This is an optimization exercise on Yosys and OpenROAD, whose aim is small area, a short achievable clock period and few clock cycles per item, not a production implementation.
Where RTL was checked, it was by simulation tests only, not by an equivalence proof against the original.
Only the layout flow was run in runs 3 and 6 to 8; the RTL was not checked for function there.
Power is estimated from default activity; no workload was simulated.

==> flow/run.sh <==
#!/bin/bash
# synth_recipe.tcl (not shown) runs the flow's synth.tcl, then flattens the netlist and writes it again
# the make line also repeats each setting of config.mk as NAME=value (left out here)
make -C /OpenROAD-flow-scripts/flow DESIGN_CONFIG=/design/flow/config.mk WORK_HOME=/design/flow/orfs CLKGATE_MAP_FILE= SYNTH_SCRIPT=/design/flow/synth_recipe.tcl finish
==> flow/config.mk <==
export PLATFORM = sky130hd
export DESIGN_NAME = calculator
export DESIGN_NICKNAME = calculator
export VERILOG_FILES = /design/flow/design.v
export SDC_FILE = /design/flow/constraint.sdc
export NUM_CORES = 4
export LEC_CHECK = 0
export ABC_CLOCK_PERIOD_IN_PS = 2000
export CAP_MARGIN = 20
export CORE_MARGIN = 2
export CORE_UTILIZATION = 40
export SETUP_SLACK_MARGIN = 1.0
export SLEW_MARGIN = 20
==> flow/constraint.sdc <==
create_clock -name core_clock -period 4.0 [get_ports {clk}]
set_input_delay 0.8000 -clock core_clock [delete_from_list [all_inputs] [get_ports {clk}]]
set_output_delay 0.8000 -clock core_clock [all_outputs]
set_load 0.01 [all_outputs]
==> flow/design.v <==
module calculator(
    input  wire        clk,
    input  wire        rst_n,
    input  wire        start,
    input  wire [1:0]  op,
    input  wire [15:0] a,
    input  wire [15:0] b,
    output wire [15:0] result,
    output reg         overflow,
    output reg         done,
    output reg         error
);
reg  [15:0] X, Y, R;
reg  [4:0]  cnt;         
reg         sel_q;       
reg         is_mul, is_div, subtr;    
wire addsub = ~(is_mul | is_div);
wire [16:0] A  = {R, Y[15] & ~is_mul};
wire [17:0] T;
pfx_add #(.W(17)) u_add (.a(A), .b({subtr, X}), .ci(subtr), .s(T[16:0]), .co(T[17]));
wire        cy = T[17];                  
wire use_t  = addsub | (is_mul ? Y[15] : cy);
wire q      = is_div & cy;
wire [16:0] cmp;
pfx_add #(.W(16)) u_cmp (.a({R[11:0], Y[15:12]}), .b(X), .ci(1'b1), .s(cmp[15:0]), .co(cmp[16]));
wire cnt_ge4 = |cnt[4:2];
wire skip = cnt_ge4 & (is_mul ? (Y[15:12] == 4'd0)
                              : (is_div & (R[15:12] == 4'd0) & ~cmp[16]));
wire [4:0] cnt_m1 = cnt - 5'd1;
wire [4:0] cnt_m4 = cnt - 5'd4;
wire last = skip ? (cnt == 5'd4) : (cnt == 5'd1);
wire busy = |cnt;
wire b_zero    = (b == 16'd0);
wire st_div    = (op == 2'b11);
wire st_addsub = ~op[1];
always @(posedge clk) begin
    if (start) begin
        X      <= op[0] ? ~b : b;
        Y      <= {st_addsub ? a[0] : a[15], a[14:0]};
        R      <= st_addsub ? {1'b0, a[15:1]} : 16'd0;
        is_mul <= (op == 2'b10);
        is_div <= st_div;
        subtr  <= op[0];
        sel_q  <= st_div & ~b_zero;
        error  <= st_div & b_zero;
        overflow <= 1'b0;
    end else begin
        if (skip) begin
            R <= {R[11:0], Y[15:12]};
            Y <= {Y[11:0], 4'd0};
        end else begin
            R <= use_t ? T[15:0] : {R[14:0], Y[15]};
            Y <= {Y[14:0], q};
        end
        if (busy) begin
            if (addsub)
                overflow <= ~(R[14] ^ X[15]) & (R[14] ^ T[15]);
            else if (is_mul)
                overflow <= overflow | R[15] | (skip ? |R[14:12] : (Y[15] & T[16]));
        end
    end
end
always @(posedge clk or negedge rst_n) begin
    if (!rst_n) begin
        cnt  <= 5'd0;
        done <= 1'b0;
    end else if (start) begin
        cnt  <= (st_div & b_zero) ? 5'd0 : (st_addsub ? 5'd1 : 5'd16);
        done <= st_div & b_zero;
    end else begin
        cnt  <= ~busy ? 5'd0 : (skip ? cnt_m4 : cnt_m1);
        done <= busy & last;
    end
end
assign result = sel_q ? Y : R;
endmodule
module pfx_add #(parameter W = 16) (
    input  wire [W-1:0] a,
    input  wire [W-1:0] b,
    input  wire         ci,
    output wire [W-1:0] s,
    output wire         co
);
    wire [W:0] g [0:5];
    wire [W:0] p [0:5];
    assign g[0] = {a & b, ci};
    assign p[0] = {a ^ b, 1'b0};
    genvar l, i;
    generate
        for (l = 0; l < 5; l = l + 1) begin : lvl
            for (i = 0; i <= W; i = i + 1) begin : bt
                if (i >= (1 << l)) begin : mg
                    assign g[l+1][i] = g[l][i] | (p[l][i] & g[l][i - (1 << l)]);
                    assign p[l+1][i] = p[l][i] & p[l][i - (1 << l)];
                end else begin : cp
                    assign g[l+1][i] = g[l][i];
                    assign p[l+1][i] = p[l][i];
                end
            end
        end
    endgenerate
    assign s  = p[0][W:1] ^ g[5][W-1:0];
    assign co = g[5][W];
endmodule
==> reports/qor.yml, run 1 <==
status:
  status: "finished clean"
yosys:
  ys_ff_latch: 60
  synthFlopType: "dfxtp_1"
  yosys_warnings: 3
  synth_area_leaders: "dfxtp_1 (15%), edfxtp_1 (15%), ha_1 (11%)"
  syn_area_mm2: 0.00428
  synth.distinct_cells: 61
  syn_nets: 534
  synth_largest_area_cell: "dfxtp_1"
  synth_xor_area_share_pct: 6.55
  yosysTopAreaCellShare_pct: 15.4
  synth-edff-count: 21
  synth_compound_area_share_pct: 19.2
  syn-instance-count: 457
  post_synth_mux_area_share_pct: 10.4
  syn_area_per_cell_um2: 9.37
  synthSimpleGateAreaFrac_pct: 14.6
  synth_top_family_by_area: "compound AO/OA/AOI/OAI gates"
  synthAdderAreaFrac_pct: 11.9
  async_flop_share_pct: 10.0
  seq_area_frac_synth_pct: 33.7
power:
  combPwrFrac_pct: 53.6
  p_int_mw: 1.88
  peakVddDrop_mv: 0.208
  switching_share_pct: 43.2
  power_frac_clock_pct: 16.0
  seqPwrFrac_pct: 30.4
  p_leak_nw: 2.20
  powerDensity_mw_per_mm2: 635
  switchingPower_mw: 1.43
cells_and_area:
  utilization_pct: 50.3
  syn_to_final_growth_pct: 22.0
  finalNetCount: 595
  layout_commonest_cell: "clkdlybuf4s50_1"
  postLayoutCellArea_mm2: 0.00522
  layout.cells.non_filler: 659
  n_antenna_cell: 0
  layout-drive-gt1-share_pct: 10.5
  most-common-layout-cells: "clkdlybuf4s50_1 (54), nand2_1 (44), ha_1 (39)"
  fill_cells: 1015
floorplanning:
  rows: 37
  initial_core_util_pct: 41.3
  core-area_mm2: 0.0104
  die_h_um: 107
  io_pins: 56
  dieArea_mm2: 0.0115
  die_w_um: 107
setup_path:
  crit_chain: "inv_1 > ha_1 > ha_1 > or3_1 > a2111o_1 > a2111oi_4 > a21oi_4 > buf_6 > nor2_2 > a22oi_1 > o21ai_0"
  slowest_delay_ns: 0.39
  critPathLaunchType: "flip-flop"
  crit_top_cell: "ha_1"
  r2r-start: "cnt[2]"
  critical_path_buf_inv_count: 2
  critPathKind: "flip-flop to flip-flop"
  crit_arrival_ns: 3.16
  timing.rr.end: "R[9]"
  critical-path-slowest-cell: "a2111oi_4"
  rrSetupSlack_ns: 1.11
  cpLargestDelayFamily: "compound AO/OA/AOI/OAI gates"
  cp.required_ns: 4.27
  r2r_cells: 11
  worstPathMaxFanout: 15
  end_kind: "flip-flop"
placed_design:
  io_buffers: 55
  dpl_cell_area_mm2: 0.00494
  gp_congestion: 0.878
  placed_cells: 635
  dp_hpwl_um: 8790
hold_path:
  hold_end: "Y[2]"
  whs_path_depth: 2
  hold_start: "Y[1]"
  hold_class: "flip-flop to flip-flop"
route:
  drt_iter0_markers: 254
  viasPerCell: 5.54
  routed_wl_um: 11700
  firstDrtPassIters: 5
  dr_total_vias: 3653
  drcViolationCount: 0
  post_drt_wl_per_cell_um: 17.8
  ant_nets: 0
flow_run:
  drv_cap: 0
global_routing:
  overflow: 0
  first_global_vias: 3479
  grt_max_degree: 47
  grt_pass1_wl_um: 18600
  grt_usage_pct: 21.0
  antenna_found_initial: 0
sta:
  tightest_slew_ns: 0.944
  setup_violations: 0
  final_hold_viol_count: 0
  whs_ns: 0.480
  max_slew_margin_pct: 37.0
  fmaxAchievable_mhz: 346
  slew_violations: 0
  setup-tns-final_ns: 0
  rsz0062_at_grt: "no"
  fin_crit_ns: 2.89
  finClkSkew_ns: 0.0204
  fin_crit_sh_pct: 72.3
clock_tree:
  cts_hold_buf: 0
  htree_levels: 3
  cts_root_buf: "clkbuf_8"
  clock_latency_ns: 0.36
  cts_buffers: 9
  clock-sinks: 60
  clock_path_buffers: 2
  cts_tree: "built"
  path_clk_slew_ns: 0.09
==> worst max path at each step <==
stage	from	end	slack, ns	cells past startpoint
floorplan	is_mul	R[15]	1.24	10
global route	cnt[2]	done	1.0	11
global placement	cnt[2]	R[3]	1.00	11
finish	cnt[2]	R[9]	1.11	11
detailed placement	cnt[2]	R[9]	0.92	11
CTS	cnt[2]	R[9]	1.03	11
==> per-layer routing <==
layer	routed length [um]	track usage, %
met5	0	0
met4	193	7.51
met3	682	3.03
met2	5040	31.2
met1	5820	31.0
==> logic make-up after synthesis <==
logic type	after synthesis
DFF	60
xor gates and xnor gates	32
muxes	42
adders and majority gates	40
and+or+nand+nor	125
AOI/OAI and AO/OA	125
buffers and inverters	33
==> area by class of cell <==
class | instances | area, um2 | area share (%)
clock buffers | 11 | 151 | 2.90
clock inverters | 5 | 33.8 | 0.647
inverters | 15 | 56.3 | 1.08
multi-input cells | 366 | 2720 | 52.1
flip-flops and latches | 60 | 1440 | 27.6
well taps | 136 | 170 | 3.26
repair buffers | 66 | 648 | 12.4
==> cell usage after synthesis (3+ instances only) <==
| cell type | n |
|---|---|
| clkbuf_1 | 12 |
| o21ai_1 | 4 |
| a22oi_1 | 10 |
| edfxtp_1 | 21 |
| inv_1 | 15 |
| xor2_1 | 22 |
| nor4_1 | 6 |
| xnor2_1 | 10 |
| nand4_1 | 5 |
| o21ai_0 | 35 |
| dfrtp_1 | 6 |
| mux2i_1 | 26 |
| o31ai_1 | 4 |
| nor2_1 | 19 |
| a31oi_1 | 3 |
| or3_1 | 4 |
| nand2_1 | 44 |
| o211ai_1 | 5 |
| and2_1 | 4 |
| mux2_2 | 15 |
| nand2b_1 | 9 |
| a21o_1 | 6 |
| dfxtp_1 | 33 |
| ha_1 | 39 |
| nor2b_1 | 9 |
| nand3_1 | 10 |
| a21oi_1 | 28 |
| buf_6 | 4 |
| nor3_1 | 7 |
| a211oi_1 | 7 |
==> through the flow <==
stage | setup WS (ns) | power, mW
6_report | 1.11 | 3.32
2_1_floorplan | 1.24 | 2.19
4_1_cts | 1.03 | 3.27
3_3_place_gp | 1.00 | 2.70
5_1_grt | 0.995 | 3.54
3_5_place_dp | 0.924 | 2.72
==> power groups by stage <==
stage / sequential [mW] / combinational (mW) / clock (mW)
floorplan: 0.914 / 1.28 / 0
global placement: 1.02 / 1.67 / 0
detailed placement: 1.02 / 1.70 / 0
CTS: 1.01 / 1.73 / 0.530
global route: 1.03 / 1.96 / 0.559
finish: 1.01 / 1.78 / 0.530
==> sequential cells by signal (all words and copies together) (netlist names), 5 cells and up <==
name / flops
R: 16
X: 16
Y: 16
cnt: 5
==> worst register-to-register path, delay by kind of cell, from the launching register on <==
kind,cells,cell delay [ns]
AO/OA/AOI/OAI,5,1.07
adder cells (fa/ha/maj),2,0.46
buffers and inverters,2,0.31
flip-flops,1,0.38
AND/OR/NAND/NOR,2,0.58
==> timing repair <==
action	in CTS	in global routing
setup buffers	0	6
pin swaps	2	3
gates cloned	1	1
setup endpoints to repair	16	19
gates resized for setup	2	2
Testbench counts, summed over its fixed seeds: cycles 19,963, ops 3,200.
==> inputs of run 2 (changes only) <==
--- a/flow/config.mk
+++ b/flow/config.mk
@@ -7,3 +7,3 @@
 export LEC_CHECK = 0
-export ABC_CLOCK_PERIOD_IN_PS = 2000
+export ABC_CLOCK_PERIOD_IN_PS = 1200
 export CAP_MARGIN = 20
@@ -11,3 +11,3 @@
 export CORE_UTILIZATION = 40
-export SETUP_SLACK_MARGIN = 1.0
+export SETUP_SLACK_MARGIN = 1.8
 export SLEW_MARGIN = 20
==> run 2 against run 1 <==
Net effect: cell area grew 10%; count of clock-buffer cells in the layout grew 2; non-clock buffer count grew 22; register-to-register slack gained 0.24 ns; sequential share of layout area shrank 2.6 points; synthesized cell count is the same; critical path depth shrank 1; area after synthesis is the same; total power grew 12%; critical path type unchanged; critical endpoint is now R[2].
==> reports/qor.yml, run 2 <==
setup_path:
  crit_chain: "inv_2 > ha_4 > ha_4 > or3_1 > a2111o_1 > a2111oi_4 > buf_6 > a21oi_4 > nand2b_2 > o21ai_0"
  critPathKind: "flip-flop to flip-flop"
  critPathLaunchType: "flip-flop"
  cp_num_cells: 10
  crit_arrival_ns: 2.87
  r2r-start: "cnt[3]"
  cp.required_ns: 4.22
  end_kind: "flip-flop"
  critical-path-slowest-cell: "a2111o_1"
  critical_path_buf_inv_count: 2
  timing.rr.end: "R[2]"
  worstPathMaxFanout: 13
  crit_top_cell: "ha_4"
  rrSetupSlack_ns: 1.35
  r2r_cells: 10
  slowest_delay_ns: 0.37
  cpLargestDelayFamily: "compound AO/OA/AOI/OAI gates"
sta:
  final_hold_viol_count: 0
  slew_violations: 0
  fin_crit_ns: 2.65
  setup_violations: 0
  setup-tns-final_ns: 0
  tightest_slew_ns: 0.731
  max_slew_margin_pct: 51.0
  rsz0062_at_grt: "yes"
  fmaxAchievable_mhz: 378
  finClkSkew_ns: 0.00637
  fin_crit_sh_pct: 66.2
  whs_ns: 0.475
hold_path:
  whs_path_depth: 1
  hold_start: "cnt[4]"
  hold_end: "done"
  hold_class: "flip-flop to flip-flop"
yosys:
  yosys.cell_count.top_type: "nand2_1"
  synth_area_leaders: "dfxtp_1 (15%), edfxtp_1 (15%), ha_1 (11%)"
  seq_area_frac_synth_pct: 33.7
  async_flop_share_pct: 10.0
  syn-instance-count: 457
  synth-edff-count: 21
  ys_ff_latch: 60
  synth_largest_area_cell: "dfxtp_1"
  synthTopCellsByCount: "nand2_1 (44), ha_1 (39), o21ai_0 (35)"
  synthFlopType: "dfxtp_1"
  syn_nets: 534
  yosys_warnings: 3
  syn_area_mm2: 0.00428
  yosysTopAreaCellShare_pct: 15.4
  synth.distinct_cells: 61
  syn_area_per_cell_um2: 9.37
floorplanning:
  die_w_um: 107
  io_pins: 56
  initial_core_util_pct: 41.3
  core-area_mm2: 0.0104
  rows: 37
  die_h_um: 107
  dieArea_mm2: 0.0115
route:
  dr_total_vias: 3888
  firstDrtPassIters: 4
  routed_wl_um: 13300
  post_drt_wl_per_cell_um: 19.6
  drcViolationCount: 0
  viasPerCell: 5.70
  drt_iter0_markers: 266
  ant_nets: 0
power:
  power_frac_clock_pct: 15.4
  p_leak_nw: 2.43
  combPwrFrac_pct: 57.5
  switching_share_pct: 42.9
  p_int_mw: 2.13
  powerDensity_mw_per_mm2: 647
  switchingPower_mw: 1.60
  peakVddDrop_mv: 0.249
  seqPwrFrac_pct: 27.0
status:
  status: "finished clean"
cells_and_area:
  most-common-layout-cells: "nand2_1 (40), clkdlybuf4s50_1 (38), ha_1 (34)"
  postLayoutCellArea_mm2: 0.00576
  n_antenna_cell: 0
  layout-drive-gt1-share_pct: 24.5
  utilization_pct: 55.5
  reg_top3: "R (16), X (16), Y (16)"
  fill_cells: 949
  layout.cells.non_filler: 682
  finalNetCount: 619
  layout_commonest_cell: "nand2_1"
  syn_to_final_growth_pct: 34.6
global_routing:
  overflow: 0
  grt_max_degree: 56
  antenna_found_initial: 0
  grt_usage_pct: 24.0
  first_global_vias: 3929
  grt_pass1_wl_um: 21000
clock_tree:
  htree_levels: 3
  path_clk_slew_ns: 0.07
  clock_path_buffers: 2
  cts_buffers: 9
  cts_root_buf: "clkbuf_8"
  clock-sinks: 60
  cts_tree: "built"
  clock_latency_ns: 0.36
placed_design:
  dp_hpwl_um: 9360
  gp_congestion: 0.880
  dpl_cell_area_mm2: 0.00506
  placed_cells: 641
  io_buffers: 55
flow_run:
  drv_cap: 0
## run 2: cell type report
cell class | count | area [um2] | share of cell area (%)
tap | 136 | 170 | 2.95
multi-input combinational | 368 | 2980 | 51.8
clock inverter | 2 | 13.8 | 0.239
timing repair buffer | 88 | 900 | 15.6
clock buffer | 13 | 191 | 3.32
inverter | 15 | 56.3 | 0.978
sequential | 60 | 1440 | 25.1
## run 2: kinds of logic after synthesis
kind of cell / synth area share (%)
fa+ha+maj: 11.9
mux: 10.4
flops: 33.7
xor+xnor: 6.55
compound gates: 19.2
buf+inv: 3.71
simple gates: 14.6
## run 2: worst max path at each step
| stage | start | end | slack, ns |
|---|---|---|---|
| after floorplan | is_mul | R[15] | 1.39 |
| after global placement | cnt[2] | R[2] | 1.08 |
| after detailed placement | cnt[2] | R[2] | 1.04 |
| after CTS | cnt[3] | Y[8] | 1.39 |
| after global routing | cnt[2] | Y[8] | 1.22 |
| final | cnt[3] | R[2] | 1.35 |
## run 2: power groups by stage
stage	clock [mW]	sequential [mW]	combinational, mW
final	0.575	1.01	2.14
after global routing	0.612	1.02	2.33
after CTS	0.581	1.00	2.07
after detailed placement	0	1.02	1.83
after global placement	0	1.02	1.81
after floorplan	0	0.921	1.34
## run 2: metrics by stage
step / total power, mW / setup WS [ns]
floorplan: 2.26 / 1.39
global placement: 2.82 / 1.08
detailed placement: 2.84 / 1.04
CTS: 3.65 / 1.39
global route: 3.96 / 1.22
finish: 3.73 / 1.35
## run 2: layer usage
metal / vias to the layer above / global-route usage [%] / routed length [um]
met5: - / 0 / 0
met4: 0 / 9.16 / 379
met2: 128 / 38.8 / 6270
met1: 1862 / 31.9 / 5880
met3: 28 / 4.36 / 809
li1: 1870 / - / -
## run 2: what timing repair did
action | in CTS | in global routing
hold endpoints to repair | 0 | 0
hold buffers | 0 | 0
buffers inserted | 15 | 4
resized for setup | 119 | 15
pin swaps | 8 | 4
cloned | 6 | 1
endpoints found under the setup margin | 56 | 57
## run 2: worst reg2reg max path: stages (launching register included)
cell and delay (ns):
dfrtp_1 0.36, inv_2 0.06, ha_4 0.17, ha_4 0.16, or3_1 0.31, a2111o_1 0.37
a2111oi_4 0.32, buf_6 0.20, a21oi_4 0.13, nand2b_2 0.28, o21ai_0 0.15
==> inputs of run 3 (changes only) <==
--- a/flow/design.v
+++ b/flow/design.v
@@ -16,2 +16,3 @@
 reg         is_mul, is_div, subtr;    
+reg         cnt_ge4;     
 wire addsub = ~(is_mul | is_div);
@@ -25,3 +26,2 @@
 pfx_add #(.W(16)) u_cmp (.a({R[11:0], Y[15:12]}), .b(X), .ci(1'b1), .s(cmp[15:0]), .co(cmp[16]));
-wire cnt_ge4 = |cnt[4:2];
 wire skip = cnt_ge4 & (is_mul ? (Y[15:12] == 4'd0)
@@ -45,2 +45,3 @@
         error  <= st_div & b_zero;
+        cnt_ge4 <= op[1] & ~(st_div & b_zero);
         overflow <= 1'b0;
@@ -54,2 +55,4 @@
         end
+        cnt_ge4 <= busy & (skip ? (cnt[4] | cnt[3])
+                                : (cnt[4] | cnt[3] | (cnt[2] & (cnt[1] | cnt[0]))));
         if (busy) begin
--- a/flow/config.mk
+++ b/flow/config.mk
@@ -7,3 +7,3 @@
 export LEC_CHECK = 0
-export ABC_CLOCK_PERIOD_IN_PS = 1200
+export ABC_CLOCK_PERIOD_IN_PS = 1500
 export CAP_MARGIN = 20
@@ -11,3 +11,3 @@
 export CORE_UTILIZATION = 40
-export SETUP_SLACK_MARGIN = 1.8
+export SETUP_SLACK_MARGIN = 1.5
 export SLEW_MARGIN = 20
==> run 3 against run 2 <==
Net effect: critical path depth up 2; still clean on timing, DRC and antenna; die area down 2.8%; total power down 6.6%; clock power up about 10%; critical path type unchanged; highest routed layer unchanged; global-route usage down 1.5 points; first-iteration DRC count down 33%; sequential cell count up 1; utilization down 1.7 points.
==> reports/qor.yml, run 3 <==
route:
  drt_iter0_markers: 178
  routed_wl_um: 12200
  viasPerCell: 5.66
  post_drt_wl_per_cell_um: 18.6
  ant_nets: 0
  drcViolationCount: 0
  dr_total_vias: 3719
  firstDrtPassIters: 5
clock_tree:
  cts_tree: "built"
  cts_root_buf: "clkbuf_8"
  clock-sinks: 61
  cts_buffers: 9
  cts_hold_buf: 0
  htree_levels: 3
  clock_latency_ns: 0.35
  clock_path_buffers: 2
  path_clk_slew_ns: 0.08
global_routing:
  grt_usage_pct: 22.5
  first_global_vias: 3624
  grt_max_degree: 37
  grt_pass1_wl_um: 19300
  antenna_found_initial: 0
  overflow: 0
cells_and_area:
  layout_commonest_cell: "nand2_1"
  n_antenna_cell: 0
  most-common-layout-cells: "nand2_1 (39), clkdlybuf4s50_1 (38), ha_1 (35)"
  finalNetCount: 592
  layout-drive-gt1-share_pct: 19.2
  reg_top3: "R (16), X (16), Y (16)"
  fill_cells: 949
  syn_to_final_growth_pct: 31.9
sta:
  fin_crit_sh_pct: 70.0
  finClkSkew_ns: 0.0117
  final_hold_viol_count: 0
  fmaxAchievable_mhz: 357
  rsz0062_at_grt: "yes"
  fin_crit_ns: 2.80
  tightest_slew_ns: 0.968
  slew_violations: 0
  finalWorstSetupSlack_ns: 1.20
  max_slew_margin_pct: 35.3
  setup-tns-final_ns: 0
  setup_violations: 0
floorplanning:
  die_h_um: 106
  initial_core_util_pct: 40.8
  die_w_um: 106
  rows: 37
  dieArea_mm2: 0.0112
  core-area_mm2: 0.0102
  io_pins: 56
yosys:
  synthFlopType: "dfxtp_1"
  syn-instance-count: 435
  yosys_warnings: 3
  ys_ff_latch: 61
  syn_area_per_cell_um2: 9.55
  yosysTopAreaCellShare_pct: 16.4
  syn_nets: 511
  seq_area_frac_synth_pct: 35.2
  synth_largest_area_cell: "dfxtp_1"
  synthTopCellsByCount: "nand2_1 (39), ha_1 (38), dfxtp_1 (34)"
  synth-edff-count: 21
  syn_area_mm2: 0.00416
  async_flop_share_pct: 9.84
  synth.distinct_cells: 60
  yosys.cell_count.top_type: "nand2_1"
  synth_area_leaders: "dfxtp_1 (16%), edfxtp_1 (15%), ha_1 (11%)"
setup_path:
  critical-path-slowest-cell: "edfxtp_1"
  critPathKind: "flip-flop to flip-flop"
  crit_top_cell: "o21ai_2"
  critPathLaunchType: "flip-flop"
  cp.required_ns: 4.24
  slowest_delay_ns: 0.40
  worstPathMaxFanout: 8
  crit_chain: "nand2b_4 > fa_2 > nor2b_2 > o31a_1 > o21ai_2 > a2111oi_4 > o21ai_2 > a211oi_4 > buf_4 > buf_12 > nor3b_2 > a211o_2"
  end_kind: "flip-flop"
  crit_arrival_ns: 3.04
power:
  powerDensity_mw_per_mm2: 635
  finalPower_mw: 3.48
  p_leak_nw: 2.29
  peakVddDrop_mv: 0.252
flow_run:
  drv_cap: 0
status:
  status: "finished clean"
placed_design:
  dp_hpwl_um: 8930
  gp_congestion: 0.892
  io_buffers: 55
  dp_slack_ns: 1.02
hold_path:
  hold_class: "flip-flop to flip-flop"
==> run 3: power breakdown <==
| part | switching, mW | total (mW) | internal, mW |
|---|---|---|---|
| Clock | 0.287 | 0.635 | 0.348 |
| Sequential | 0.225 | 1.02 | 0.798 |
| Combinational | 0.938 | 1.82 | 0.885 |
| Total | 1.45 | 3.48 | 2.03 |
==> run 3: final timing paths <==
path	cells after the start	endpoint	slack, ns	startpoint
hold reg to reg	2	Y[3]	0.47	Y[2]
min in group asynchronous	1	cnt[2]	0.68	rst_n
max in group asynchronous	1	cnt[4]	3.10	rst_n
setup reg to reg	12	R[11]	1.20	is_mul
hold / removal	2	Y[3]	0.47	Y[2]
setup / recovery	12	R[11]	1.20	is_mul
==> run 3: area by class of cell <==
cell class              instances  area [um2]  share of cell area [%]
clock buffers                  11         163                    2.97
clock inverters                 5        63.8                    1.16
inverters                      16        60.1                    1.10
multi-input cells             343        2720                    49.6
flip-flops and latches         61        1470                    26.8
well taps                     136         170                    3.10
repair buffers                 85         841                    15.3
==> run 3: stage by stage <==
stage / instance area (um2) / hold slack (ns) / cells / util (%)
floorplan: 4170 / 0.432 / 435 / -
global placement: 4860 / 0.444 / 617 / 47.7
detailed placement: 4860 / 0.460 / 617 / 47.7
CTS: 5380 / 0.479 / 649 / 52.8
global route: 5480 / 0.491 / 657 / 53.8
finish: 5480 / 0.471 / 657 / 53.8
==> run 3: worst max-delay path, delay by kind of cell (launching register included) <==
kind | cells | cell delay (ns)
flops | 1 | 0.40
buf+inv | 2 | 0.29
compound gates | 6 | 1.29
fa+ha+maj | 1 | 0.36
simple gates | 3 | 0.35
==> run 3: timing repair <==
| action | CTS | global route |
|---|---|---|
| setup buffers | 14 | 8 |
| endpoints found under the setup margin | 53 | 35 |
| resized for setup | 48 | 9 |
| gates cloned | 2 | 0 |
| pin swaps | 11 | 5 |
==> run 3: routing by layer <==
metal | GRT usage, % | up-vias | share of wire (%)
met1 | 30.5 | 1781 | 45
met4 | 9.77 | 0 | 3.1
li1 | - | 1782 | -
met3 | 3.19 | 28 | 4.6
met5 | 0 | - | 0
met2 | 35.8 | 128 | 47
==> run 3: cell families (layout without fill, tap and decap cells) <==
kind of cell	after synthesis	after routing	share of synthesized area, %
DFF	61	61	35.2
xor gates and xnor gates	30	30	6.32
AOI/OAI and AO/OA	119	119	19.0
adders and majority gates	39	39	11.9
muxes	45	45	11.3
buffers and inverters	31	117	3.25
and+or+nand+nor	110	110	13.0
==> inputs of run 4 (changes only) <==
--- a/flow/design.v
+++ b/flow/design.v
@@ -16,3 +16,2 @@
 reg         is_mul, is_div, subtr;    
-reg         cnt_ge4;     
 wire addsub = ~(is_mul | is_div);
@@ -26,2 +25,3 @@
 pfx_add #(.W(16)) u_cmp (.a({R[11:0], Y[15:12]}), .b(X), .ci(1'b1), .s(cmp[15:0]), .co(cmp[16]));
+wire cnt_ge4 = |cnt[4:2];
 wire skip = cnt_ge4 & (is_mul ? (Y[15:12] == 4'd0)
@@ -45,3 +45,2 @@
         error  <= st_div & b_zero;
-        cnt_ge4 <= op[1] & ~(st_div & b_zero);
         overflow <= 1'b0;
@@ -55,4 +54,2 @@
         end
-        cnt_ge4 <= busy & (skip ? (cnt[4] | cnt[3])
-                                : (cnt[4] | cnt[3] | (cnt[2] & (cnt[1] | cnt[0]))));
         if (busy) begin
==> flow/flow/run.sh (new file) <==
#!/bin/bash
# Own layout flow: the standard ORFS layout (standard.sh), with the port
# buffers that global placement inserts made plain buffers
# (sky130_fd_sc_hd__buf_1) instead of the delay cell buffer_ports picks by
# default. Every input and output port still gets its own buffer.
# Full tool output goes to flow.log in the work folder; ORFS's per-step logs
# stay under orfs/logs/.
set -euo pipefail
cd "$(dirname "$0")/.."
bash standard.sh "BUFFER_PORTS_ARGS=-buffer_cell sky130_fd_sc_hd__buf_1" finish > flow.log 2>&1
==> flow/standard.sh (new file) <==
#!/bin/bash
# synth_recipe.tcl (not shown) runs the flow's synth.tcl, then flattens the netlist and writes it again
# the make line also repeats each setting of config.mk as NAME=value (left out here)
make -C /OpenROAD-flow-scripts/flow DESIGN_CONFIG=/design/flow/config.mk WORK_HOME=/design/flow/orfs CLKGATE_MAP_FILE= SYNTH_SCRIPT=/design/flow/synth_recipe.tcl "${@:-finish}"
--- a/flow/config.mk
+++ b/flow/config.mk
@@ -10,3 +10,3 @@
 export CORE_MARGIN = 2
-export CORE_UTILIZATION = 40
+export CORE_UTILIZATION = 65
 export SETUP_SLACK_MARGIN = 1.5
removed: flow/run.sh
==> run 4 against run 3 <==
Net effect: first-iteration DRC count up 130%; setup slack gained 0.059 ns; critical endpoint is now R[9]; sequential cell count shrank 1; hold slack got worse by 0.17 ns; combinational power up 19%; critical path depth decreased by 1; clock power shrank 7.6%; highest routed layer unchanged; area after synthesis grew 3.0%; cell count is 5.9% lower; cell area down 1.8%.
==> reports/qor.yml, run 4 <==
sta:
  tightest_slew_ns: 1.04
  fin_crit_sh_pct: 68.5
  final_hold_viol_count: 0
  setup_violations: 0
  finalWorstSetupSlack_ns: 1.26
  max_slew_margin_pct: 30.3
  rsz0062_at_grt: "yes"
  fmaxAchievable_mhz: 365
  slew_violations: 0
  setup-tns-final_ns: 0
  finClkSkew_ns: 0.0208
  fin_crit_ns: 2.74
power:
  switching_share_pct: 44.1
  finalPower_mw: 3.77
  combPwrFrac_pct: 57.4
  switchingPower_mw: 1.67
  power_frac_clock_pct: 15.6
  powerDensity_mw_per_mm2: 701
  p_int_mw: 2.11
  p_leak_nw: 2.31
  seqPwrFrac_pct: 27.1
  peakVddDrop_mv: 0.464
route:
  drt_iter0_markers: 401
  ant_nets: 0
  post_drt_wl_per_cell_um: 21.8
  routed_wl_um: 13500
  dr_total_vias: 4195
  drcViolationCount: 0
  firstDrtPassIters: 5
  viasPerCell: 6.79
clock_tree:
  clock_path_buffers: 2
  cts_buffers: 9
  cts_tree: "built"
  htree_levels: 3
  cts_hold_buf: 0
  path_clk_slew_ns: 0.09
  clock_latency_ns: 0.36
  clock-sinks: 60
  cts_root_buf: "clkbuf_8"
cells_and_area:
  fill_cells: 361
  reg_top3: "R (16), X (16), Y (16)"
  utilization_pct: 84.8
  syn_to_final_growth_pct: 25.8
  register_area_mm2: 0.00145
  layout-drive-gt1-share_pct: 19.8
  layout_commonest_cell: "buf_1"
  multi_input_area_mm2: 0.00294
  finalNetCount: 612
  most-common-layout-cells: "buf_1 (54), nand2_1 (41), ha_1 (36)"
yosys:
  synthFlopType: "dfxtp_1"
  synthTopCellsByCount: "nand2_1 (44), ha_1 (39), o21ai_0 (35)"
  syn_nets: 534
  seq_area_frac_synth_pct: 33.7
  syn_area_mm2: 0.00428
  syn_area_per_cell_um2: 9.37
  async_flop_share_pct: 10.0
  synth_largest_area_cell: "dfxtp_1"
  yosys.cell_count.top_type: "nand2_1"
  yosys_warnings: 3
  syn-instance-count: 457
  synth_area_leaders: "dfxtp_1 (15%), edfxtp_1 (15%), ha_1 (11%)"
  ys_ff_latch: 60
  synth.distinct_cells: 61
  yosysTopAreaCellShare_pct: 15.4
  synth-edff-count: 21
setup_path:
  r2r_cells: 11
  critPathLaunchType: "flip-flop"
  critPathKind: "flip-flop to flip-flop"
  worstPathMaxFanout: 5
  startpoint: "subtr"
  crit_arrival_ns: 2.96
  r2r-start: "subtr"
  cp-endpoint: "R[9]"
  cp.required_ns: 4.22
  end_kind: "flip-flop"
  timing.rr.end: "R[9]"
  rrSetupSlack_ns: 1.26
placed_design:
  io_buffers: 55
  dp_hpwl_um: 8560
  dp_slack_ns: 1.04
  gp_congestion: 0.969
global_routing:
  grt_pass1_wl_um: 19300
  overflow: 0
  grt_usage_pct: 34.7
  antenna_found_initial: 1
  first_global_vias: 3848
  grt_max_degree: 51
floorplanning:
  initial_core_util_pct: 67.4
  dieArea_mm2: 0.00725
  io_pins: 56
  core-area_mm2: 0.00635
  rows: 29
  die_h_um: 85.2
  die_w_um: 85.2
status:
  status: "finished clean"
flow_run:
  drv_cap: 0
hold_path:
  hold_class: "input pin to asynchronous set/reset pin"
[run 4: changes by cell type after synthesis, sizes merged, moves of 4 or more]
cell,delta
a21oi,+8
nand2,+5
nor2,-5
nand3,+7
o211ai,+4
nand2b,+4
nand4,+4
[run 4: per-stage QoR]
step	cells	area (um2)	hold slack, ns
after floorplan	457	4300	0.431
after global placement	575	4540	0.440
after detailed placement	575	4540	0.451
after CTS	607	5080	0.327
after global routing	617	5380	0.332
final	618	5380	0.303
[run 4: cells by family (layout without fill, tap and decap cells)]
kind of cell,count (synthesis),after routing,share of synthesized area [%]
other cells,0,1,0
buf+inv,33,115,3.71
xor+xnor,32,32,6.55
mux,42,42,10.4
flops,60,60,33.7
fa+ha+maj,40,40,11.9
compound gates,125,125,19.2
simple gates,125,126,14.6
[run 4: layer usage]
layer	vias to the layer above	GRT usage, %	wire length, um
met3	68	8.46	1390
li1	1872	-	-
met4	0	15.0	629
met2	258	56.5	6380
met1	1997	43.8	5080
met5	-	0	0
[run 4: power groups by stage]
stage / clock network [mW] / logic (mW) / registers (mW)
4_1_cts: 0.574 / 1.85 / 0.998
3_3_place_gp: 0 / 1.56 / 1.01
5_1_grt: 0.605 / 2.31 / 1.03
6_report: 0.587 / 2.16 / 1.02
3_5_place_dp: 0 / 1.61 / 1.02
2_1_floorplan: 0 / 1.28 / 0.915
[run 4: worst max-delay path, stage by stage (launching register included)]
cell and delay [ns]:
edfxtp_1 0.48, inv_1 0.10, fa_2 0.40, nor2b_4 0.15
o31ai_2 0.08, a211o_1 0.34, and3_4 0.18, o31ai_4 0.22
buf_6 0.16, buf_12 0.13, mux2i_4 0.23, o21ai_1 0.14
[run 4: cell type report]
cell class | instances | share of cell area [%]
antenna | 1 | 0.0465
clock buffer | 14 | 3.63
clock inverter | 2 | 0.256
inverter | 15 | 1.05
multi-input combinational | 365 | 54.5
sequential | 60 | 26.9
tap | 77 | 1.79
timing repair buffer | 84 | 11.8
[run 4: worst min path at each step]
stage / end / slack [ns] / startpoint / cells past startpoint
floorplan: done / 0.43 / cnt[4] / 1
global placement: done / 0.44 / cnt[4] / 1
detailed placement: done / 0.45 / cnt[4] / 1
CTS: cnt[0] / 0.33 / rst_n / 1
global route: cnt[4] / 0.33 / rst_n / 1
finish: cnt[4] / 0.30 / rst_n / 1
[run 4: timing repair]
action                                  in CTS  in global routing
endpoints found under the setup margin      40                 39
buffers inserted                            11                  6
gates cloned                                 5                  4
pin swaps                                   11                 14
gates resized for setup                     43                 46
Testbench counts of run 4, summed over its fixed seeds: cycles 19,963, ops 3,200.
==> inputs of run 5 (changes only) <==
--- a/flow/config.mk
+++ b/flow/config.mk
@@ -10,3 +10,3 @@
 export CORE_MARGIN = 2
-export CORE_UTILIZATION = 65
+export CORE_UTILIZATION = 40
 export SETUP_SLACK_MARGIN = 1.5
==> run 5 against run 4 <==
Net effect: still clean on timing, DRC and antenna; register-to-register slack better by 0.10 ns; cell area down 1.4%; maximum frequency up 3.9%; via count down 8.7%; hold slack better by 0.020 ns; critical path depth down 1; global-route usage down 12 points; critical path type unchanged; critical endpoint is now R[2]; largest cell class unchanged; highest routed layer unchanged.
==> reports/qor.yml, run 5 <==
yosys:
  synth_area_leaders: "dfxtp_1 (15%), edfxtp_1 (15%), ha_1 (11%)"
  syn_nets: 534
  async_flop_share_pct: 10.0
  synth-edff-count: 21
  synthTopCellsByCount: "nand2_1 (44), ha_1 (39), o21ai_0 (35)"
  syn-instance-count: 457
  syn_area_mm2: 0.00428
  syn_area_per_cell_um2: 9.37
  ys_ff_latch: 60
  yosysTopAreaCellShare_pct: 15.4
  synth.distinct_cells: 61
  synthFlopType: "dfxtp_1"
  yosys.cell_count.top_type: "nand2_1"
  synth_largest_area_cell: "dfxtp_1"
  seq_area_frac_synth_pct: 33.7
  yosys_warnings: 3
route:
  dr_total_vias: 3831
  routed_wl_um: 13000
  post_drt_wl_per_cell_um: 19.3
  viasPerCell: 5.68
  ant_nets: 0
  drt_iter0_markers: 257
  firstDrtPassIters: 5
  drcViolationCount: 0
setup_path:
  cp.required_ns: 4.23
  startpoint: "is_mul"
  critPathKind: "flip-flop to flip-flop"
  worstPathMaxFanout: 8
  r2r-start: "is_mul"
  end_kind: "flip-flop"
  crit_arrival_ns: 2.86
  critPathLaunchType: "flip-flop"
floorplanning:
  dieArea_mm2: 0.0115
  rows: 37
  die_w_um: 107
  die_h_um: 107
  core-area_mm2: 0.0104
  io_pins: 56
  initial_core_util_pct: 41.3
cells_and_area:
  n_antenna_cell: 0
  finalNetCount: 610
  syn_to_final_growth_pct: 24.0
  utilization_pct: 51.2
  layout-drive-gt1-share_pct: 18.2
  layout_commonest_cell: "buf_1"
  most-common-layout-cells: "buf_1 (54), nand2_1 (44), ha_1 (34)"
  layout.cells.non_filler: 674
  reg_top3: "R (16), X (16), Y (16)"
clock_tree:
  clock-sinks: 60
  clock_path_buffers: 2
  clock_latency_ns: 0.34
  path_clk_slew_ns: 0.08
  cts_root_buf: "clkbuf_8"
  cts_tree: "built"
  cts_buffers: 9
  htree_levels: 3
  cts_hold_buf: 0
sta:
  tightest_slew_ns: 1.15
  slew_violations: 0
  final_hold_viol_count: 0
  rsz0062_at_grt: "yes"
  setup-tns-final_ns: 0
  fmaxAchievable_mhz: 379
  setup_violations: 0
  finClkSkew_ns: 0.0124
  fin_crit_sh_pct: 65.9
  max_slew_margin_pct: 23.4
  whs_ns: 0.323
  fin_crit_ns: 2.64
global_routing:
  grt_max_degree: 54
  antenna_found_initial: 0
  first_global_vias: 3712
  overflow: 0
  grt_pass1_wl_um: 19600
  grt_usage_pct: 22.4
power:
  peakVddDrop_mv: 0.272
  powerDensity_mw_per_mm2: 678
  finalPower_mw: 3.60
  p_leak_nw: 2.23
placed_design:
  placed_cells: 635
  dp_hpwl_um: 9290
  io_buffers: 55
  gp_congestion: 0.918
status:
  status: "finished clean"
flow_run:
  drv_cap: 0
hold_path:
  hold_class: "input pin to asynchronous set/reset pin"
run 5: metal layers:
layer	wire length, um	global-route usage [%]	vias up
met5	0	0	-
met3	628	3.63	21
li1	-	-	1858
met2	6270	36.9	130
met1	5870	29.3	1822
met4	253	8.61	0
run 5: through the flow:
stage | setup slack, ns | cell area [um2]
floorplan | 1.39 | 4300
global placement | 1.04 | 4620
detailed placement | 0.979 | 4620
global route | 1.31 | 5310
finish | 1.36 | 5310
CTS | 1.28 | 5070
run 5: logic make-up (layout without fill, tap and decap cells):
group | Yosys count | after routing | synth area share [%]
AOI/OAI and AO/OA | 125 | 125 | 19.2
and+or+nand+nor | 125 | 126 | 14.6
DFF | 60 | 60 | 33.7
muxes | 42 | 42 | 10.4
adders and majority gates | 40 | 40 | 11.9
buffers and inverters | 33 | 113 | 3.71
xor gates and xnor gates | 32 | 32 | 6.55
run 5: path summary, 6_finish.rpt:
path	to	slack [ns]	cells after the start
max	R[2]	1.36	10
min	cnt[2]	0.32	1
max reg2reg	R[2]	1.36	10
min reg2reg	done	0.45	1
max in group asynchronous	cnt[4]	3.43	1
min in group core_clock	done	0.45	1
run 5: what timing repair did:
action,4_1_cts,5_1_grt
cloned,2,3
pin swaps,9,15
resized for setup,21,37
buffers inserted,12,6
setup endpoints to repair,54,39
run 5: where the power goes:
group | switching [mW] | total (mW) | internal, mW
logic | 1.05 | 1.97 | 0.926
registers | 0.238 | 1.03 | 0.793
clock network | 0.257 | 0.597 | 0.340
total | 1.54 | 3.60 | 2.06
run 5: layout make-up:
class | instances | area [um2]
Fill cell | 1000 | 5060
Multi-Input combinational cell | 365 | 2880
Sequential cell | 60 | 1450
Timing Repair Buffer | 82 | 543
Tap cell | 136 | 170
Clock buffer | 13 | 169
Inverter | 15 | 56.3
Clock inverter | 3 | 42.5
run 5: critical path: stages, from the launching register on:
cell and delay (ns):
edfxtp_1 0.40, nand2b_4 0.16, fa_2 0.39, nor2b_4 0.15, o31ai_2 0.08, a211o_1 0.31
and3_4 0.18, o31ai_4 0.31, clkbuf_16 0.24, mux2i_1 0.20, o21ai_0 0.10
==> inputs of run 6 (changes only) <==
--- a/flow/design.v
+++ b/flow/design.v
@@ -13,12 +13,12 @@
 reg  [15:0] X, Y, R;
+reg         sgn;         
 reg  [4:0]  cnt;         
-reg         sel_q;       
 reg         is_mul, is_div, subtr;    
+reg         en;          
 wire addsub = ~(is_mul | is_div);
-wire [16:0] A  = {R, Y[15] & ~is_mul};
+wire cin  = subtr & ~sgn;
+wire [16:0] B = {cin, X & {16{en}}};
+wire [16:0] A = {R, Y[15] & ~is_mul};
 wire [17:0] T;
-pfx_add #(.W(17)) u_add (.a(A), .b({subtr, X}), .ci(subtr), .s(T[16:0]), .co(T[17]));
-wire        cy = T[17];                  
-wire use_t  = addsub | (is_mul ? Y[15] : cy);
-wire q      = is_div & cy;
+pfx_add #(.W(17)) u_add (.a(A), .b(B), .ci(cin), .s(T[16:0]), .co(T[17]));
 wire [16:0] cmp;
@@ -27,3 +27,3 @@
 wire skip = cnt_ge4 & (is_mul ? (Y[15:12] == 4'd0)
-                              : (is_div & (R[15:12] == 4'd0) & ~cmp[16]));
+                              : (is_div & ~sgn & (R[15:12] == 4'd0) & ~cmp[16]));
 wire [4:0] cnt_m1 = cnt - 5'd1;
@@ -38,4 +38,6 @@
         X      <= op[0] ? ~b : b;
+        en     <= op != 2'b10 | a[15];
         Y      <= {st_addsub ? a[0] : a[15], a[14:0]};
         R      <= st_addsub ? {1'b0, a[15:1]} : 16'd0;
+        sgn    <= 1'b0;
         is_mul <= (op == 2'b10);
@@ -43,3 +45,2 @@
         subtr  <= op[0];
-        sel_q  <= st_div & ~b_zero;
         error  <= st_div & b_zero;
@@ -50,5 +51,9 @@
             Y <= {Y[11:0], 4'd0};
+            en <= ~is_mul | Y[11];
         end else begin
-            R <= use_t ? T[15:0] : {R[14:0], Y[15]};
-            Y <= {Y[14:0], q};
+            R   <= T[15:0];
+            sgn <= is_div & T[16];
+            X   <= X ^ {16{is_div & (T[16] ^ sgn)}};
+            Y   <= {Y[14:0], is_div & ~T[16]};
+            en <= ~is_mul | Y[14];
         end
@@ -58,3 +63,3 @@
             else if (is_mul)
-                overflow <= overflow | R[15] | (skip ? |R[14:12] : (Y[15] & T[16]));
+                overflow <= overflow | R[15] | (skip ? |R[14:12] : T[16]);
         end
@@ -74,3 +79,3 @@
 end
-assign result = sel_q ? Y : R;
+assign result = (is_div & ~error) ? Y : R;
 endmodule
==> run 6 against run 5 <==
Net effect: register-to-register slack worse by 0.32 ns; sequential cell count up 1; cell area up 17%; still clean on timing, DRC and antenna; largest cell class unchanged; setup slack worse by 0.32 ns; hold slack better by 0.014 ns; clock skew down 0.0051 ns; maximum frequency down 11%.
==> reports/qor.yml, run 6 <==
yosys:
  syn_area_mm2: 0.00455
  synth_area_leaders: "dfxtp_1 (15%), edfxtp_1 (13%), ha_1 (10%)"
  yosys_warnings: 3
  syn-instance-count: 510
  synthAdderAreaFrac_pct: 10.9
  synthFlopType: "dfxtp_1"
  synthTopCellsByCount: "ha_1 (38), dfxtp_1 (35), nor2_1 (34)"
  async_flop_share_pct: 9.84
  synth_xor_area_share_pct: 6.91
  synthSimpleGateAreaFrac_pct: 17.8
  synth_largest_area_cell: "dfxtp_1"
  synth_top_family_by_area: "compound AO/OA/AOI/OAI gates"
  ys_ff_latch: 61
  yosysTopAreaCellShare_pct: 15.4
  post_synth_mux_area_share_pct: 9.49
  seq_area_frac_synth_pct: 31.9
  yosys.cell_count.top_type: "ha_1"
  syn_area_per_cell_um2: 8.92
  synth.distinct_cells: 58
  synth-edff-count: 20
  syn_nets: 586
  synth_compound_area_share_pct: 19.3
global_routing:
  grt_pass1_wl_um: 23500
  first_global_vias: 4351
  grt_max_degree: 55
  antenna_found_initial: 0
  overflow: 0
  grt_usage_pct: 24.2
setup_path:
  critPathKind: "flip-flop to flip-flop"
  crit_arrival_ns: 3.14
  end_kind: "flip-flop"
  cp_num_cells: 11
  startpoint: "X[3]"
  r2r_cells: 11
  slowest_delay_ns: 0.44
  cpLargestDelayFamily: "compound AO/OA/AOI/OAI gates"
  crit_chain: "and2_4 > ha_4 > a21o_1 > a31oi_2 > a21oi_2 > or2_4 > a221oi_4 > xor2_2 > buf_6 > o21ai_1 > a31oi_2"
  worstPathMaxFanout: 16
  timing.rr.end: "X[10]"
  r2r-start: "X[3]"
  critical-path-slowest-cell: "edfxtp_1"
  critPathLaunchType: "flip-flop"
  cp-endpoint: "X[10]"
  rrSetupSlack_ns: 1.04
  crit_top_cell: "a31oi_2"
  critical_path_buf_inv_count: 1
  cp.required_ns: 4.17
power:
  p_int_mw: 3.13
  p_leak_nw: 2.44
  combPwrFrac_pct: 64.3
  switchingPower_mw: 2.37
  peakVddDrop_mv: 0.569
  switching_share_pct: 43.1
  seqPwrFrac_pct: 21.5
  finalPower_mw: 5.50
  powerDensity_mw_per_mm2: 883
  power_frac_clock_pct: 14.2
cells_and_area:
  postLayoutCellArea_mm2: 0.00622
  layout.cells.non_filler: 757
  most-common-layout-cells: "buf_1 (54), buf_4 (41), dfxtp_1 (32), nor2_1 (32)"
  reg_top3: "R (16), X (16), Y (16)"
  syn_to_final_growth_pct: 36.8
  utilization_pct: 56.7
  layout_commonest_cell: "buf_1"
  finalNetCount: 688
  n_antenna_cell: 0
  layout-drive-gt1-share_pct: 26.6
floorplanning:
  io_pins: 56
  core-area_mm2: 0.0110
  die_w_um: 111
  initial_core_util_pct: 41.4
  die_h_um: 111
  dieArea_mm2: 0.0122
  rows: 38
sta:
  tightest_slew_ns: 0.958
  whs_ns: 0.337
  fin_crit_sh_pct: 74.0
  slew_violations: 0
  final_hold_viol_count: 0
  rsz0062_at_grt: "yes"
  max_slew_margin_pct: 36.1
  setup-tns-final_ns: 0
  finalWorstSetupSlack_ns: 1.04
  fmaxAchievable_mhz: 338
  setup_violations: 0
  fin_crit_ns: 2.96
  finClkSkew_ns: 0.00730
route:
  drt_iter0_markers: 308
  ant_nets: 0
  dr_total_vias: 4443
  routed_wl_um: 15000
  firstDrtPassIters: 5
  post_drt_wl_per_cell_um: 19.8
  drcViolationCount: 0
  viasPerCell: 5.87
clock_tree:
  cts_root_buf: "clkbuf_16"
  path_clk_slew_ns: 0.06
  clock-sinks: 61
  cts_tree: "built"
  cts_buffers: 9
  clock_latency_ns: 0.33
  htree_levels: 3
  clock_path_buffers: 2
placed_design:
  dp_hpwl_um: 9520
  placed_cells: 683
  dp_slack_ns: 0.871
  gp_congestion: 0.878
  dpl_cell_area_mm2: 0.00489
  io_buffers: 55
status:
  status: "finished clean"
hold_path:
  hold_class: "input pin to asynchronous set/reset pin"
flow_run:
  drv_cap: 0
run 6: cell count changes after synthesis, sizes merged, moves of 8 or more:
cell,before,now
a22oi,10,0
a31oi,3,19
and2,4,20
clkbuf,13,21
nand2,44,31
nor2,20,34
o22ai,2,15
or3,4,18
run 6: worst min path at each step:
stage,from,endpoint,slack (ns),cells after the start
detailed placement,cnt[4],done,0.46,1
finish,rst_n,cnt[2],0.34,1
CTS,rst_n,cnt[2],0.35,1
global route,rst_n,cnt[2],0.36,1
floorplan,cnt[4],done,0.43,1
global placement,cnt[4],done,0.46,1
run 6: final cells by class:
cell class,instances,area [um2]
tap,140,175
multi-input combinational,412,3370
sequential,61,1460
timing repair buffer,120,886
clock inverter,4,28.8
clock buffer,12,278
fill,958,4760
inverter,8,30.0
run 6: kinds of logic (layout without fill, tap and decap cells):
family	after synthesis	count (layout)
simple gates	157	158
buf+inv	38	144
xor+xnor	35	35
mux	41	41
compound gates	139	139
flops	61	61
fa+ha+maj	39	39
run 6: power by group through the flow:
stage	logic, mW	clock network, mW	registers [mW]
2_1_floorplan	2.00	0	1.04
4_1_cts	3.14	0.786	1.16
3_3_place_gp	2.40	0	1.19
3_5_place_dp	2.43	0	1.19
6_report	3.53	0.781	1.18
5_1_grt	3.84	0.812	1.20
run 6: what timing repair did:
item,CTS,global route
gates cloned,6,1
pin swaps,25,26
gates resized for setup,79,39
endpoints found under the setup margin,88,73
buffers inserted,40,11
hold buffers,0,0
run 6: layer usage:
| metal | share of wire (%) | vias to the layer above | global-route usage (%) |
|---|---|---|---|
| li1 | - | 2117 | - |
| met1 | 43 | 2133 | 31.2 |
| met2 | 48 | 164 | 39.7 |
| met3 | 6.3 | 29 | 5.43 |
| met4 | 2.3 | 0 | 8.75 |
| met5 | 0 | - | 0 |
==> inputs of run 7 (changes only) <==
--- a/flow/design.v
+++ b/flow/design.v
@@ -16,6 +16,7 @@
 reg         is_mul, is_div, subtr;    
-reg         en;          
 wire addsub = ~(is_mul | is_div);
-wire cin  = subtr & ~sgn;
-wire [16:0] B = {cin, X & {16{en}}};
+wire flip = is_div & sgn;
+wire en   = ~is_mul | Y[15];
+wire cin  = subtr & ~flip;
+wire [16:0] B = {cin, (X ^ {16{flip}}) & {16{en}}};
 wire [16:0] A = {R, Y[15] & ~is_mul};
@@ -38,3 +39,2 @@
         X      <= op[0] ? ~b : b;
-        en     <= op != 2'b10 | a[15];
         Y      <= {st_addsub ? a[0] : a[15], a[14:0]};
@@ -51,9 +51,6 @@
             Y <= {Y[11:0], 4'd0};
-            en <= ~is_mul | Y[11];
         end else begin
             R   <= T[15:0];
-            sgn <= is_div & T[16];
-            X   <= X ^ {16{is_div & (T[16] ^ sgn)}};
+            sgn <= T[16];
             Y   <= {Y[14:0], is_div & ~T[16]};
-            en <= ~is_mul | Y[14];
         end
==> run 7 against run 6 <==
Net effect: still clean on timing, DRC and antenna; combinational power decreased by 28%; synthesized cell count decreased by 11%; via count decreased by 12%; cell count decreased by 7.3%; sequential cell count decreased by 1; hold slack got worse by 0.026 ns; wire length decreased by 13%; largest power group unchanged; highest routed layer unchanged.
==> reports/qor.yml, run 7 <==
floorplanning:
  core-area_mm2: 0.0102
  io_pins: 56
  dieArea_mm2: 0.0113
  die_w_um: 106
  die_h_um: 106
  rows: 37
  initial_core_util_pct: 40.8
cells_and_area:
  layout.cells.non_filler: 702
  reg_top3: "R (16), X (16), Y (16)"
  utilization_pct: 55.9
  n_antenna_cell: 0
  layout-drive-gt1-share_pct: 30.7
  fill_cells: 854
  finalNetCount: 637
  layout_commonest_cell: "buf_4"
  syn_to_final_growth_pct: 36.8
  most-common-layout-cells: "buf_4 (44), nand2_1 (42), buf_1 (39)"
flow_run:
  drv_cap: 0
setup_path:
  slowest_delay_ns: 0.42
  cp.required_ns: 4.28
  worstPathMaxFanout: 7
  end_kind: "flip-flop"
  critical-path-slowest-cell: "edfxtp_1"
  critPathKind: "flip-flop to flip-flop"
  crit_chain: "buf_12 > nand2_8 > xor2_2 > nor2_2 > fa_2 > a211oi_4 > o21ai_2 > a21oi_2 > o31ai_2 > xor2_1 > buf_4 > o2111a_1 > a211oi_2"
  critPathLaunchType: "flip-flop"
  cpLargestDelayFamily: "compound AO/OA/AOI/OAI gates"
  crit_arrival_ns: 3.14
  critical_path_buf_inv_count: 2
yosys:
  async_flop_share_pct: 10.0
  syn_nets: 531
  syn_area_per_cell_um2: 9.18
  synthFlopType: "dfxtp_1"
  syn_area_mm2: 0.00418
  yosys.cell_count.top_type: "nand2_1"
  synth-edff-count: 20
  ys_ff_latch: 60
  seq_area_frac_synth_pct: 34.3
  syn-instance-count: 455
  yosys_warnings: 3
  synthTopCellsByCount: "nand2_1 (45), nor2_1 (39), ha_1 (38), xor2_1 (38), dfxtp_1 (34)"
  yosysTopAreaCellShare_pct: 16.3
  synth_largest_area_cell: "dfxtp_1"
  synth.distinct_cells: 52
  synth_area_leaders: "dfxtp_1 (16%), edfxtp_1 (14%), ha_1 (11%)"
global_routing:
  grt_max_degree: 35
  overflow: 0
  antenna_found_initial: 0
  grt_usage_pct: 22.5
  grt_pass1_wl_um: 19200
  first_global_vias: 3596
clock_tree:
  path_clk_slew_ns: 0.09
  cts_hold_buf: 0
  clock_latency_ns: 0.36
  cts_buffers: 9
  clock-sinks: 60
  clock_path_buffers: 2
  cts_root_buf: "clkbuf_8"
  cts_tree: "built"
  htree_levels: 3
route:
  drcViolationCount: 0
  viasPerCell: 5.60
  routed_wl_um: 13100
  firstDrtPassIters: 5
  drt_iter0_markers: 243
  dr_total_vias: 3928
  post_drt_wl_per_cell_um: 18.7
  ant_nets: 0
sta:
  max_slew_margin_pct: 62.1
  setup-tns-final_ns: 0
  fin_crit_sh_pct: 71.5
  final_hold_viol_count: 0
  rsz0062_at_grt: "yes"
  setup_violations: 0
  tightest_slew_ns: 0.569
  slew_violations: 0
  finClkSkew_ns: 0.0155
  fin_crit_ns: 2.86
  fmaxAchievable_mhz: 350
power:
  peakVddDrop_mv: 0.274
  p_leak_nw: 2.50
  powerDensity_mw_per_mm2: 726
placed_design:
  io_buffers: 55
  dp_hpwl_um: 8560
  placed_cells: 639
  gp_congestion: 0.911
status:
  status: "finished clean"
hold_path:
  hold_class: "input pin to asynchronous set/reset pin"
## run 7: changes by cell type in the layout (fill, tap and decap cells not counted), sizes merged, moves of 5 or more
cell | before | now
and3 | 6 | 1
mux2i | 24 | 19
xor2 | 22 | 38
nand2 | 32 | 46
buf | 119 | 108
a31oi | 19 | 2
nor2 | 34 | 39
or3 | 18 | 3
nor2b | 7 | 12
and2 | 20 | 2
## run 7: power by group
group | internal, mW | switching (mW)
clock network | 0.291 | 0.292
registers | 0.793 | 0.226
logic | 1.27 | 1.28
total | 2.35 | 1.80
## run 7: area by class of cell
type	instances	area [um2]	share of cell area (%)
multi-input combinational	370	3070	53.7
clock buffer	9	124	2.17
clock inverter	7	75.1	1.31
timing repair buffer	111	807	14.1
tap	136	170	2.98
sequential	60	1440	25.1
inverter	9	33.8	0.591
## run 7: cells by family (layout without fill, tap and decap cells)
group / after synthesis / count (layout) / share of synthesized area (%)
and+or+nand+nor: 130 / 132 / 14.2
AOI/OAI and AO/OA: 113 / 115 / 17.2
DFF: 60 / 60 / 34.3
xor gates and xnor gates: 49 / 49 / 10.3
adders and majority gates: 39 / 39 / 11.9
muxes: 35 / 35 / 8.86
buffers and inverters: 29 / 136 / 3.35
## run 7: path summary, 6_finish.rpt
kind	from	end	slack (ns)	depth (start not counted)
setup / recovery	is_div	overflow	1.14	13
hold / removal	rst_n	cnt[1]	0.31	1
setup reg to reg	is_div	overflow	1.14	13
hold reg to reg	Y[1]	Y[2]	0.48	2
max in group asynchronous	rst_n	cnt[3]	3.43	1
min in group core_clock	Y[1]	Y[2]	0.48	2
## run 7: timing repair
action,4_1_cts,5_1_grt
pin swaps,26,52
hold endpoints to repair,0,0
resized for setup,30,110
buffers inserted,19,24
setup endpoints to repair,56,55
gates cloned,4,0
## run 7: per-stage QoR
stage | power (mW) | hold slack, ns | area (um2) | worst slack (ns)
6_report | 4.15 | 0.310 | 5710 | 1.14
5_1_grt | 4.38 | 0.334 | 5710 | 1.05
4_1_cts | 3.57 | 0.319 | 5090 | 1.29
3_5_place_dp | 2.78 | 0.468 | 4580 | 1.07
3_3_place_gp | 2.76 | 0.472 | 4580 | 1.11
2_1_floorplan | 2.33 | 0.438 | 4240 | 1.36
## run 7: layer usage
metal	GRT usage, %	part of all wire (%)	vias to the layer above	wire, um
li1	-	-	1845	-
met2	36.9	48	160	6280
met1	29.4	43	1889	5580
met4	7.80	2.8	0	365
met5	0	0	-	0
met3	4.48	6.6	34	865
## run 7: worst register-to-register path, cell delays in order, from the launching register on
cell,delay [ns]
edfxtp_1,0.42
buf_12,0.16
nand2_8,0.09
xor2_2,0.15
nor2_2,0.07
fa_2,0.41
a211oi_4,0.32
o21ai_2,0.10
a21oi_2,0.22
o31ai_2,0.12
xor2_1,0.19
buf_4,0.16
o2111a_1,0.23
a211oi_2,0.14
==> inputs of run 8 (changes only) <==
--- a/flow/design.v
+++ b/flow/design.v
@@ -13,3 +13,2 @@
 reg  [15:0] X, Y, R;
-reg         sgn;         
 reg  [4:0]  cnt;         
@@ -17,17 +16,20 @@
 wire addsub = ~(is_mul | is_div);
-wire flip = is_div & sgn;
-wire en   = ~is_mul | Y[15];
-wire cin  = subtr & ~flip;
-wire [16:0] B = {cin, (X ^ {16{flip}}) & {16{en}}};
-wire [16:0] A = {R, Y[15] & ~is_mul};
+wire cnt_ge2 = |cnt[4:1];
+wire cnt_ge4 = |cnt[4:2];
+wire sh2 = is_mul & ~Y[15] & cnt_ge2;
+wire [16:0] A = sh2 ? {R[14:0], 2'b00} : {R, Y[15] & ~is_mul};
 wire [17:0] T;
-pfx_add #(.W(17)) u_add (.a(A), .b(B), .ci(cin), .s(T[16:0]), .co(T[17]));
+pfx_add #(.W(17)) u_add (.a(A), .b({subtr, X}), .ci(subtr), .s(T[16:0]), .co(T[17]));
+wire        cy = T[17];                  
+wire mul_bit = sh2 ? Y[14] : Y[15];
+wire use_t   = addsub | (is_mul ? mul_bit : cy);
+wire q       = is_div & cy;
 wire [16:0] cmp;
 pfx_add #(.W(16)) u_cmp (.a({R[11:0], Y[15:12]}), .b(X), .ci(1'b1), .s(cmp[15:0]), .co(cmp[16]));
-wire cnt_ge4 = |cnt[4:2];
 wire skip = cnt_ge4 & (is_mul ? (Y[15:12] == 4'd0)
-                              : (is_div & ~sgn & (R[15:12] == 4'd0) & ~cmp[16]));
+                              : (is_div & (R[15:12] == 4'd0) & ~cmp[16]));
 wire [4:0] cnt_m1 = cnt - 5'd1;
+wire [4:0] cnt_m2 = cnt - 5'd2;
 wire [4:0] cnt_m4 = cnt - 5'd4;
-wire last = skip ? (cnt == 5'd4) : (cnt == 5'd1);
+wire last = skip ? (cnt == 5'd4) : sh2 ? (cnt == 5'd2) : (cnt == 5'd1);
 wire busy = |cnt;
@@ -41,3 +43,2 @@
         R      <= st_addsub ? {1'b0, a[15:1]} : 16'd0;
-        sgn    <= 1'b0;
         is_mul <= (op == 2'b10);
@@ -52,5 +53,4 @@
         end else begin
-            R   <= T[15:0];
-            sgn <= T[16];
-            Y   <= {Y[14:0], is_div & ~T[16]};
+            R <= use_t ? T[15:0] : A[15:0];
+            Y <= sh2 ? {Y[13:0], 2'b00} : {Y[14:0], q};
         end
@@ -60,3 +60,3 @@
             else if (is_mul)
-                overflow <= overflow | R[15] | (skip ? |R[14:12] : T[16]);
+                overflow <= overflow | R[15] | (skip ? |R[14:12] : (A[16] | (use_t & T[16])));
         end
@@ -72,3 +72,3 @@
     end else begin
-        cnt  <= ~busy ? 5'd0 : (skip ? cnt_m4 : cnt_m1);
+        cnt  <= ~busy ? 5'd0 : skip ? cnt_m4 : sh2 ? cnt_m2 : cnt_m1;
         done <= busy & last;
==> flow/run.sh (new file) <==
#!/bin/bash
# synth_recipe.tcl (not shown) runs the flow's synth.tcl, then flattens the netlist and writes it again
# the make line also repeats each setting of config.mk as NAME=value (left out here)
make -C /OpenROAD-flow-scripts/flow DESIGN_CONFIG=/design/flow/config.mk WORK_HOME=/design/flow/orfs CLKGATE_MAP_FILE= SYNTH_SCRIPT=/design/flow/synth_recipe.tcl finish
removed: flow/flow/run.sh
removed: flow/standard.sh
==> run 8 against run 7 <==
Net effect: clock power grew 37%; hold slack gained 0.22 ns; cell area grew 23%; setup slack lost 0.53 ns; cell count grew 20%; combinational power grew 53%; sequential share of layout area shrank 5.1 points; register-to-register slack lost 0.53 ns; largest cell class unchanged; largest power group unchanged.
==> reports/qor.yml, run 8 <==
floorplanning:
  rows: 39
  dieArea_mm2: 0.0126
  core-area_mm2: 0.0115
  die_h_um: 112
  io_pins: 56
cells_and_area:
  syn_to_final_growth_pct: 50.0
  most-common-layout-cells: "nand2_1 (96), buf_4 (65), clkdlybuf4s50_1 (38)"
  finalNetCount: 776
  reg_top3: "R (16), X (16), Y (16)"
  layout-drive-gt1-share_pct: 31.8
  layout_commonest_cell: "nand2_1"
  n_antenna_cell: 0
  fill_cells: 926
setup_path:
  end_kind: "flip-flop"
  critPathLaunchType: "flip-flop"
  worstPathMaxFanout: 5
  critPathKind: "flip-flop to flip-flop"
yosys:
  synth_area_leaders: "dfxtp_1 (14%), edfxtp_1 (13%), ha_1 (11%)"
  syn_area_per_cell_um2: 8.32
  synth.distinct_cells: 69
  synth-edff-count: 20
  synthTopCellsByCount: "nand2_1 (113), o21ai_0 (48), ha_1 (41)"
  synth_largest_area_cell: "dfxtp_1"
  synthFlopType: "dfxtp_1"
  async_flop_share_pct: 10.2
  yosysTopAreaCellShare_pct: 14.1
  yosys.cell_count.top_type: "nand2_1"
  yosys_warnings: 3
  syn_area_mm2: 0.00470
  ys_ff_latch: 59
  syn-instance-count: 565
placed_design:
  dp_hpwl_um: 10700
  gp_congestion: 0.967
  io_buffers: 55
clock_tree:
  cts_buffers: 9
  clock-sinks: 59
  htree_levels: 3
  clock_path_buffers: 2
  path_clk_slew_ns: 0.06
  clock_latency_ns: 0.34
  cts_root_buf: "clkbuf_16"
  cts_tree: "built"
  cts_hold_buf: 0
power:
  combPwrFrac_pct: 68.3
  switching_share_pct: 44.0
  p_leak_nw: 3.02
  p_int_mw: 3.21
  power_frac_clock_pct: 14.0
  peakVddDrop_mv: 0.374
  powerDensity_mw_per_mm2: 812
sta:
  finClkSkew_ns: 0.00776
  tightest_slew_ns: 0.771
  fin_crit_sh_pct: 84.8
  rsz0062_at_grt: "yes"
  max_slew_margin_pct: 48.6
  fmaxAchievable_mhz: 295
  setup-tns-final_ns: 0
  fin_crit_ns: 3.39
global_routing:
  overflow: 0
  antenna_found_initial: 0
  grt_pass1_wl_um: 26100
  first_global_vias: 4886
flow_run:
  drv_cap: 0
route:
  drcViolationCount: 0
  drt_iter0_markers: 534
  viasPerCell: 6.02
  ant_nets: 0
  routed_wl_um: 17400
  firstDrtPassIters: 6
status:
  status: "finished clean"
hold_path:
  hold_class: "flip-flop to flip-flop"
==> run 8: changes by cell type after synthesis, moves of 5 or more <==
cell and delta:
nor3b_1 +11, inv_1 +6, nand2_1 +68, a21oi_1 +14
o22ai_1 -9, xor2_1 -17, mux2i_1 -6, nand3_1 +5
nor2_1 -9, o21ai_0 +26, o21ai_1 -9
==> run 8: critical path: stages, from the launching register on <==
cell and delay, ns:
edfxtp_1 0.36, or2b_4 0.30, a21oi_4 0.19, buf_6 0.16, nand2_4 0.06, nand2_4 0.08, ha_4 0.21, a21o_1 0.18
a221o_1 0.39, a311oi_4 0.37, buf_4 0.19, o211ai_4 0.10, nor2b_4 0.17, buf_12 0.19, mux2i_4 0.19, o21ai_1 0.15
==> run 8: timing repair <==
item	in CTS	in global routing
gates resized for setup	108	72
endpoints found under the setup margin	55	51
buffers inserted	45	31
cloned	9	0
pin swaps	26	21
==> run 8: final cells by class <==
cell class | count | area [um2] | area share [%]
inverter | 15 | 56.3 | 0.798
sequential | 59 | 1410 | 20.0
clock buffer | 11 | 254 | 3.60
multi-input combinational | 471 | 3800 | 53.8
timing repair buffer | 141 | 1310 | 18.5
tap | 143 | 179 | 2.54
clock inverter | 5 | 48.8 | 0.692
==> run 8: cells by family (layout without fill, tap and decap cells) <==
kind of cell	count (synthesis)	in the layout	synth area share, %
xor+xnor	31	31	5.78
compound gates	150	154	20.7
flops	59	59	30.0
buf+inv	43	172	4.63
mux	31	31	7.08
simple gates	209	213	20.5
fa+ha+maj	42	42	11.3
==> run 8: through the flow <==
step	instances	cell area (um2)	setup slack, ns	hold slack (ns)
after floorplan	565	4800	0.616	0.453
after global placement	744	5430	0.407	0.470
after detailed placement	744	5430	0.279	0.471
after CTS	814	6600	0.708	0.497
after global routing	845	7050	0.456	0.556
final	845	7050	0.609	0.527
==> run 8: final timing paths <==
| check | from | end | slack (ns) | cells past startpoint |
|---|---|---|---|---|
| worst max-delay path | is_mul | R[7] | 0.61 | 15 |
| worst min-delay path | cnt[4] | done | 0.53 | 1 |
| worst max register to register | is_mul | R[7] | 0.61 | 15 |
| worst min register to register | cnt[4] | done | 0.53 | 1 |
| max in group asynchronous | rst_n | cnt[4] | 3.07 | 1 |
| min in group asynchronous | rst_n | cnt[0] | 0.71 | 1 |
==> run 8: routing by layer <==
layer	global-route usage, %	up-vias	routed length, um
met3	7.40	69	1360
li1	-	2321	-
met1	32.2	2415	6810
met2	44.6	278	8430
met4	11.9	0	776
met5	0	-	0
==> run 8: power by group through the flow <==
stage / logic, mW / clock network, mW / registers (mW)
global route: 4.15 / 0.839 / 1.04
finish: 3.91 / 0.801 / 1.02
CTS: 3.36 / 0.812 / 1.00
global placement: 2.47 / 0 / 1.01
floorplan: 1.89 / 0 / 0.929
detailed placement: 2.53 / 0 / 1.01

Re-timed with assumed drivers on the ports (clkbuf_16 on the clock, buf_2 on other inputs), run 8 has 0.609 ns of setup slack against 0.609 ns with ideal ports, and 0.609 ns once port delays also move by the mid clock arrival of 0.378 ns.
